This is an optimization exercise on Yosys and OpenROAD, whose aim is small area, not a production implementation.
Function was checked by simulation only, so behaviour that the tests miss may differ from the original.
Power and IR drop assume default switching activity.

Setup of job 8787:
// blinkingLeds
module blinkingLeds
    #(parameter W = 4)(  
    input logic clk, reset,
    input  logic cs,
    input  logic read,
    input  logic write,
    input  logic [4:0] addr,
    input  logic [31:0] wr_data,
    output logic [31:0] rd_data,
    output logic [W-1:0] LED
    );
    logic [15:0] led_reg [3:0];
    logic wr_en;
    logic [5:0] phase;
    logic phase_zero, phase_wrap;
    always_ff@(posedge clk, posedge reset)
    begin
        if(reset)
            phase <= 0;
        else
            phase <= phase + 1;
    end
    assign phase_zero = (phase == 6'd0);
    assign phase_wrap = (phase == 6'd63);
    generate
        genvar i;
        for(i=0; i<4; i=i+1)
        begin: blinkingCircuit
            singleLedBlink #(.bits(16)) blink (
                .clk(clk),
                .reset(reset),
                .phase_zero(phase_zero),
                .phase_wrap(phase_wrap),
                .finalValue(led_reg[i]),
                .led(LED[i])
            );
        end
    endgenerate
    always_ff@(posedge clk, posedge reset)
    begin
        if(reset)
        begin
            led_reg[0] <= 0;
            led_reg[1] <= 0;
            led_reg[2] <= 0;
            led_reg[3] <= 0;
        end
        else
        begin
            if(wr_en)
            begin
  ...
For scale: roughly 8100 sq um of cells after synthesis.
export LEC_CHECK = 0
export CAP_MARGIN = 20
export CORE_MARGIN = 2
export CORE_UTILIZATION = 70
export PLACE_DENSITY = 0.8
export SLEW_MARGIN = 20
create_clock -name core_clock -period 10.0 [get_ports {clk}]
standard.sh (not shown) runs the stock make flow with config.mk's settings and CLKGATE_MAP_FILE= SYNTH_SCRIPT=/design/flow/synth_recipe.tcl, a recipe that flattens the netlist after the stock synthesis.
==> flow/flow/run.sh <==
#!/bin/bash
# Own layout flow: the standard ORFS flow (standard.sh) with
#  - synthesis through synth_area.tcl (area-oriented ABC mapping),
#  - port buffers of the smallest buffer cell,
#  - CTS without dummy loads,
set -euo pipefail
here=$(cd "$(dirname "$0")" && pwd)
bash standard.sh \
  SYNTH_SCRIPT="$here/synth_area.tcl" \
  BUFFER_PORTS_ARGS="-buffer_cell sky130_fd_sc_hd__buf_1" \
  CTS_ARGS="-sink_clustering_enable -repair_clock_nets -dont_use_dummy_load -buf_list sky130_fd_sc_hd__clkbuf_8" \
  finish > make_flow.log 2>&1
==> flow/flow/area.abc <==
strash
&get -n
&fraig -x
&put
dc2
strash
&get -n
&dch -f
&nf -R 1000 -p
&put
strash
&get -n
&dch -f
&nf -R 1000 -p
&put
==> flow/flow/synth_area.tcl <==
# The standard synthesis script (synth_recipe.tcl), with one change: ABC
# maps the combinational logic with an area-oriented script (area.abc)
# instead of ORFS's delay-oriented one. Registers are mapped before ABC runs,
# so they come out exactly as in the standard synthesis.
set area_abc_script [file join [file dirname [file normalize [info script]]] area.abc]
proc synth {args} { yosys synth -nofsm -noshare {*}$args }
proc abc {args} {
  set i [lsearch -exact $args -script]
  lset args [expr {$i + 1}] $::area_abc_script
  yosys abc {*}$args
}
source $::env(SCRIPTS_DIR)/synth.tcl
# left out here: clear keep_hierarchy, flatten, clean up, hide names made inside functions, write 1_2_yosys.v
diff inputs: job 8787 => job 9050
-- flow/flow/run.sh --
<<< job 8787, line 6
>>> job 9050, line 6
#  - power/area recovery (downsizing of non-critical gates) after global routing.
<<< job 8787, line 12
>>> job 9050, line 13
  RECOVER_POWER=100 \
--- outcome ---
Across job 8787 and job 9050, a clean result was obtained everywhere but in job 9050.
Job 8787 → job 9050: total vias in the final route has remained practically unchanged, core occupancy in the finished layout has remained practically unchanged, largest voltage drop on the vdd net has remained practically unchanged.
Per-cell via count in the routed design across job 8787 and job 9050: no real change.
--- input diff job 9050..job 2515 ---
-- flow/flow/run.sh --
<<< job 9050, line 6
#  - power/area recovery (downsizing of non-critical gates) after global routing.
>>> job 2515, line 6
<<< job 9050, line 12
  CTS_ARGS="-sink_clustering_enable -repair_clock_nets -dont_use_dummy_load -buf_list sky130_fd_sc_hd__clkbuf_8" \
  RECOVER_POWER=100 \
>>> job 2515, line 11
  CTS_ARGS="-sink_clustering_enable -repair_clock_nets -dont_use_dummy_load -buf_list sky130_fd_sc_hd__clkbuf_8 -sink_clustering_size 24 -sink_clustering_max_diameter 80" \
Notes after the runs:
Delta (job 2515 minus job 9050): row count saw little to no change; maximum buffer depth of the clock tree saw little to no change; number of pins exceeding their max-slew limit in the final report saw a decrease.
Job 2515 completed end to end with timing, DRC and antenna clean.
The final report for job 9050 shows a completed flow and a layout that fails verification, specifically capacitance limit, slew limit.
#### Input delta (job 108 over job 2515)
-- flow/flow/run.sh --
<<< job 2515, line 6
>>> job 108, line 6
#  - one tie cell for all constant outputs (no tie fanout repair),
<<< job 2515, line 11
  CTS_ARGS="-sink_clustering_enable -repair_clock_nets -dont_use_dummy_load -buf_list sky130_fd_sc_hd__clkbuf_8 -sink_clustering_size 24 -sink_clustering_max_diameter 80" \
>>> job 108, line 12
  CTS_ARGS="-sink_clustering_enable -repair_clock_nets -dont_use_dummy_load -buf_list sky130_fd_sc_hd__clkbuf_8" \
  SKIP_REPAIR_TIE_FANOUT=1 \
==> flow/flow/mux_a22o.v (new file) <==
module sky130_fd_sc_hd__mux2_1 (input A0, input A1, input S, output X);
  wire s_n;
  sky130_fd_sc_hd__inv_1 sel_inv (.A(S), .Y(s_n));
  sky130_fd_sc_hd__a22o_1 _TECHMAP_REPLACE_ (.A1(S), .A2(A1), .B1(s_n), .B2(A0), .X(X));
endmodule
-- flow/flow/synth_area.tcl --
<<< job 2515, line 3
# instead of ORFS's delay-oriented one. Registers are mapped before ABC runs,
>>> job 108, line 3
# instead of ORFS's delay-oriented one, and mux2 cells become a22o cells
# (mux_a22o.v). Registers are mapped before ABC runs,
<<< job 2515, line 5
set area_abc_script [file join [file dirname [file normalize [info script]]] area.abc]
>>> job 108, line 6
set flow_dir [file dirname [file normalize [info script]]]
set area_abc_script [file join $flow_dir area.abc]
set mux_map [file join $flow_dir mux_a22o.v]
<<< job 2515, line 11
>>> job 108, line 14
  # 2:1 muxes on a shared select: a22o plus one shared inverter per select
  yosys techmap -map $::mux_map t:sky130_fd_sc_hd__mux2_1
  yosys opt_merge -share_all t:sky130_fd_sc_hd__inv_1
  yosys opt_clean
[summary]
- Job 108: no failed stages, no open violations at the end
- The critical path required time on job 108 is in line with that on job 2515.
- Job 108 vs. job 2515: area after synthesis moved down, leakage power of the design decreased by 0.00017 uW relative to the old numbers.

The RTL this note starts from:
==> flow/design.v <==
`timescale 1ns / 1ps
module t_ff(
    input  logic clk, reset,
    input  logic t,
    output logic q
    );
    always_ff@(posedge clk, posedge reset)
    begin
        if(reset)
            q <= 1'b0;
        else if(t)
            q <= ~q;
    end
endmodule
`timescale 1ns / 1ps
module timerMs_input
    #(parameter bits = 16)(
    input logic clk, reset,
    input logic phase_zero, phase_wrap,
    input logic [bits - 1:0] finalValue,
    output logic done
    );
    localparam logic [25:0] INV = 26'h0c26139;  
    logic [25:0] w_reg, w_next, toggle;
    logic [26:0] carry;   
    assign done = phase_zero && (w_reg == {{(26-bits){1'b0}}, finalValue});
    always_comb
    begin
        carry[0] = 1'b0;
        for (int k = 0; k < 26; k++)
        begin
            if (INV[k])
            begin
                toggle[k]  = (phase_wrap & ~carry[k]) | (done & w_reg[k] & (k < bits));
                carry[k+1] = carry[k] | (phase_wrap & w_reg[k]);
            end
            else
            begin
                toggle[k]  = carry[k] | (done & w_reg[k] & (k < bits));
                carry[k+1] = carry[k] & w_reg[k];
            end
            w_next[k] = w_reg[k] ^ toggle[k];
        end
    end
    always_ff@(posedge clk, posedge reset)
    begin
        if(reset)
            w_reg <= 0;
        else
            w_reg <= w_next;
    end
endmodule
`timescale 1ns / 1ps
module singleLedBlink
    #(parameter bits = 16)(
    input logic clk, reset,
    input logic phase_zero, phase_wrap,
    input logic [bits - 1:0] finalValue,
    output logic led
    );
    logic timerOut;
    timerMs_input #(.bits(bits)) timer (
        .clk(clk),
        .reset(reset),
        .phase_zero(phase_zero),
        .phase_wrap(phase_wrap),
        .finalValue(finalValue),
        .done(timerOut)
    );
    t_ff TFF (
        .clk(clk),
        .reset(reset),
        .t(timerOut),
        .q(led)
    );
endmodule
`timescale 1ns / 1ps
module blinkingLeds
    #(parameter W = 4)(  
    input logic clk, reset,
    input  logic cs,
    input  logic read,
    input  logic write,
    input  logic [4:0] addr,
    input  logic [31:0] wr_data,
    output logic [31:0] rd_data,
    output logic [W-1:0] LED
    );
    logic [15:0] led_reg [3:0];
    logic wr_en;
    logic [5:0] phase;
    logic phase_low_zero, phase_zero, phase_wrap;
    assign phase_low_zero = (phase[4:0] == 5'd0);
    always_ff@(posedge clk, posedge reset)
    begin
        if(reset)
            phase <= 0;
        else
            phase <= {phase[4:0], phase[5] ^ phase[4] ^ phase_low_zero};
    end
    assign phase_zero = phase_low_zero & ~phase[5];
    assign phase_wrap = phase_low_zero & phase[5];
    generate
        genvar i;
        for(i=0; i<4; i=i+1)
        begin: blinkingCircuit
            singleLedBlink #(.bits(16)) blink (
                .clk(clk),
                .reset(reset),
                .phase_zero(phase_zero),
                .phase_wrap(phase_wrap),
                .finalValue(led_reg[i]),
                .led(LED[i])
            );
        end
    endgenerate
    always_ff@(posedge clk, posedge reset)
    begin
        if(reset)
        begin
            led_reg[0] <= 0;
            led_reg[1] <= 0;
            led_reg[2] <= 0;
            led_reg[3] <= 0;
        end
        else
        begin
            if(wr_en)
            begin
                if(addr[1:0] == 2'b00)
                    led_reg[0] <= wr_data[15:0];
                if(addr[1:0] == 2'b01)
                    led_reg[1] <= wr_data[15:0];
                if(addr[1:0] == 2'b10)
                    led_reg[2] <= wr_data[15:0];
                if(addr[1:0] == 2'b11)
                    led_reg[3] <= wr_data[15:0];
            end
        end
    end
    assign wr_en = write && cs && (addr <= 3);
    assign rd_data = 0;
endmodule
clock: 10.0 ns
lec_check: 0
cap_margin: 20
core_margin: 2
core_utilization: 80
place_density: 0.88
slew_margin: 20
==> flow/flow/run.sh <==
#!/bin/bash
# Own layout flow: the standard ORFS flow (standard.sh) with
#  - synthesis through synth_area.tcl (area-oriented ABC mapping),
#  - port buffers of the smallest buffer cell,
#  - CTS without dummy loads,
#  - one tie cell for all constant outputs (no tie fanout repair),
set -euo pipefail
here=$(cd "$(dirname "$0")" && pwd)
bash standard.sh \
  SYNTH_SCRIPT="$here/synth_area.tcl" \
  BUFFER_PORTS_ARGS="-buffer_cell sky130_fd_sc_hd__buf_1" \
  CTS_ARGS="-sink_clustering_enable -repair_clock_nets -dont_use_dummy_load -buf_list sky130_fd_sc_hd__clkbuf_8" \
  SKIP_REPAIR_TIE_FANOUT=1 \
  finish > make_flow.log 2>&1
Other scripts of this flow, unchanged in this note and not shown: flow/flow/area_s12.abc, flow/flow/area_s13.abc, flow/flow/area_s23.abc, flow/flow/area_s5.abc, flow/flow/area_s6.abc, flow/flow/area_s8.abc, flow/flow/mux_a22o.v, flow/flow/synth_area.tcl
The first run produced a clean layout.
Change:
==> flow/flow/run.sh (replaced) <==
#!/bin/bash
# Own layout flow: the standard ORFS flow (standard.sh) with
#  - synthesis through synth_area.tcl (area-oriented ABC mapping),
#  - port buffers of the smallest buffer cell,
#  - CTS without dummy loads, built from buf_6 cells (smaller than clkbuf_8
#    at a similar drive; the clock-pin slew stays well under the limit),
#  - one tie cell for all constant outputs (no tie fanout repair),
set -euo pipefail
here=$(cd "$(dirname "$0")" && pwd)
bash standard.sh \
  SYNTH_SCRIPT="$here/synth_area.tcl" \
  BUFFER_PORTS_ARGS="-buffer_cell sky130_fd_sc_hd__buf_1" \
  CTS_ARGS="-sink_clustering_enable -repair_clock_nets -dont_use_dummy_load -buf_list sky130_fd_sc_hd__buf_6" \
  SKIP_REPAIR_TIE_FANOUT=1 \
  finish > make_flow.log 2>&1
- CORE_UTILIZATION: 80 -> 70
- PLACE_DENSITY: 0.88 -> 0.8
- core utilization shrinks by 9.9 points
- die area came out higher by roughly a tenth
- clock skew increases by 9.3 ps
- sequential power hardly moves
- combinational power barely changes
- total power decreases slightly
- fmax grows by a few percent
- clock power shrinks by a few percent
- worst setup slack gains 210 ps
- final area stays flat
Change:
--- a/flow/flow/run.sh
+++ b/flow/flow/run.sh
@@ -3,6 +3,5 @@
 #  - synthesis through synth_area.tcl (area-oriented ABC mapping),
 #  - port buffers of the smallest buffer cell,
-#  - CTS without dummy loads, built from buf_6 cells (smaller than clkbuf_8
-#    at a similar drive; the clock-pin slew stays well under the limit),
+#  - CTS without dummy loads,
 #  - one tie cell for all constant outputs (no tie fanout repair),
 set -euo pipefail
Outcome: The changed run went through all stages and came out clean. Sequential power barely changes. Total power stays the same. Count of clock-buffer cells in the layout does not change. Wire length stays the same. Clock power hardly moves. First-iteration DRC count does not change. Fmax is unchanged. Critical path depth is unchanged. Non-clock buffer count is unchanged. Sequential share of layout area does not change.
Change:
--- a/flow/flow/run.sh
+++ b/flow/flow/run.sh
@@ -10,5 +10,5 @@
   SYNTH_SCRIPT="$here/synth_area.tcl" \
   BUFFER_PORTS_ARGS="-buffer_cell sky130_fd_sc_hd__buf_1" \
-  CTS_ARGS="-sink_clustering_enable -repair_clock_nets -dont_use_dummy_load -buf_list sky130_fd_sc_hd__buf_6" \
+  CTS_ARGS="-sink_clustering_enable -repair_clock_nets -dont_use_dummy_load -buf_list sky130_fd_sc_hd__clkbuf_8" \
   SKIP_REPAIR_TIE_FANOUT=1 \
   finish > make_flow.log 2>&1
- CORE_UTILIZATION: 70 -> 55
- PLACE_DENSITY: 0.8 -> 0.7
Effect: The changed run finished clean; design area increases by 1.1%; power increases by 1.2%; first-iteration DRC count increases by 16%.

job 6736:
// blinkingLeds: RTL as listed in full above, without the edits since
Settings: LEC_CHECK=0, CAP_MARGIN=20, CORE_MARGIN=2, CORE_UTILIZATION=70, PLACE_DENSITY=0.8, SLEW_MARGIN=20; clock period 10.0 ns.
==> flow/flow/run.sh <==
#!/bin/bash
# Own layout flow: the standard ORFS flow (standard.sh) with
#  - synthesis through synth_area.tcl (area-oriented ABC mapping),
#  - port buffers of the smallest buffer cell,
#  - CTS without dummy loads,
#  - one tie cell for all constant outputs (no tie fanout repair),
set -euo pipefail
here=$(cd "$(dirname "$0")" && pwd)
bash standard.sh \
  SYNTH_SCRIPT="$here/synth_area.tcl" \
  BUFFER_PORTS_ARGS="-buffer_cell sky130_fd_sc_hd__buf_1" \
  CTS_ARGS="-sink_clustering_enable -repair_clock_nets -dont_use_dummy_load -buf_list sky130_fd_sc_hd__clkbuf_8" \
  SKIP_REPAIR_TIE_FANOUT=1 \
  finish > make_flow.log 2>&1
Other scripts of this flow, unchanged in this note and not shown: flow/flow/area_s12.abc, flow/flow/area_s13.abc, flow/flow/area_s23.abc, flow/flow/area_s5.abc, flow/flow/area_s6.abc, flow/flow/area_s8.abc, flow/flow/mux_a22o.v, flow/flow/synth_area.tcl
Input changes introduced in job 327 (baseline for comparison: job 6736):
diff --git a/flow/flow/run.sh b/flow/flow/run.sh
--- a/flow/flow/run.sh
+++ b/flow/flow/run.sh
@@ -4,3 +4,4 @@
 #  - port buffers of the smallest buffer cell,
-#  - CTS without dummy loads,
+#  - CTS without dummy loads, built from buf_6 cells (smaller than clkbuf_8
+#    at a similar drive; the clock-pin slew stays well under the limit),
 #  - one tie cell for all constant outputs (no tie fanout repair),
@@ -11,3 +12,3 @@
   BUFFER_PORTS_ARGS="-buffer_cell sky130_fd_sc_hd__buf_1" \
-  CTS_ARGS="-sink_clustering_enable -repair_clock_nets -dont_use_dummy_load -buf_list sky130_fd_sc_hd__clkbuf_8" \
+  CTS_ARGS="-sink_clustering_enable -repair_clock_nets -dont_use_dummy_load -buf_list sky130_fd_sc_hd__buf_6" \
   SKIP_REPAIR_TIE_FANOUT=1 \
==> flow/flow/area_s31.abc (new file) <==
&get -n
&st
&synch2
&dch -f
&nf -R 1000 -p
&put
==> flow/flow/area_s37.abc (new file) <==
&get -n
&st
&dch -f -r
&nf -R 1000 -p
&put
--- outcome ---
Job 327 finished every step from synthesis to the final layout, and the layout passed the timing, DRC and antenna checks.
Compared job 6736 against job 327; multi-input gate count within noise.
Of job 6736 and job 327, the run reporting the higher sum of routed wire length over all layers was job 6736.
Job 6736 has a higher area added between synthesis and finish than job 327.
Cmp job 6736 and job 327 / global-route track usage on met3 / lower: job 327

==> port drivers added, routing unchanged <==
Ports are ideal in the flow. The routed layouts listed here were re-timed in OpenROAD. Step 1 (the two cells are an assumption about what drives the block):
set clk [get_ports {clk}]
set_driving_cell -lib_cell sky130_fd_sc_hd__clkbuf_16 $clk
set_driving_cell -lib_cell sky130_fd_sc_hd__buf_2 [delete_from_list [all_inputs] $clk]
Step 2 moves the port delays by t, midway between the first and last clock arrival at a register: inputs arrive t later, outputs are due t later. That takes back most of the time a late clock gives input paths. Three values: ideal, step 1, step 2; two values: the first two.
| run | t (ns) | setup WS [ns] | worst register clock-pin slew, ns | worst slew at a driven data input, ns |
|---|---|---|---|---|
| job 8787 | 0.481 | 5.021 / 5.021 / 5.021 | 0.08 / 0.08 | 0.03 |
| job 9050 | 0.481 | 5.012 / 5.012 / 4.955 | 0.08 / 0.08 | 0.03 |
| job 2515 | 0.481 | 5.021 / 5.021 / 5.021 | 0.08 / 0.08 | 0.03 |
| job 108 | 0.480 | 5.080 / 5.080 / 5.080 | 0.08 / 0.08 | 0.04 |
| the first run of note 2 | 0.492 | 4.723 / 4.723 / 4.723 | 0.08 / 0.08 | 0.05 |
| the second run of note 2 | 0.467 | 4.930 / 4.930 / 4.930 | 0.10 / 0.10 | 0.03 |
| the third run of note 2 | 0.467 | 4.930 / 4.930 / 4.930 | 0.10 / 0.10 | 0.03 |
| the fourth run of note 2 | 0.490 | 4.913 / 4.913 / 4.913 | 0.08 / 0.08 | 0.03 |
| job 6736 | 0.486 | 4.913 / 4.913 / 4.913 | 0.09 / 0.09 | 0.04 |
| job 327 | 0.447 | 5.034 / 5.034 / 5.034 | 0.10 / 0.10 | 0.03 |
The setup slack of job 9050, which loses most, moves by 0.000 ns with the drivers and by -0.057 ns with both steps. Setup slack includes reset recovery checks.
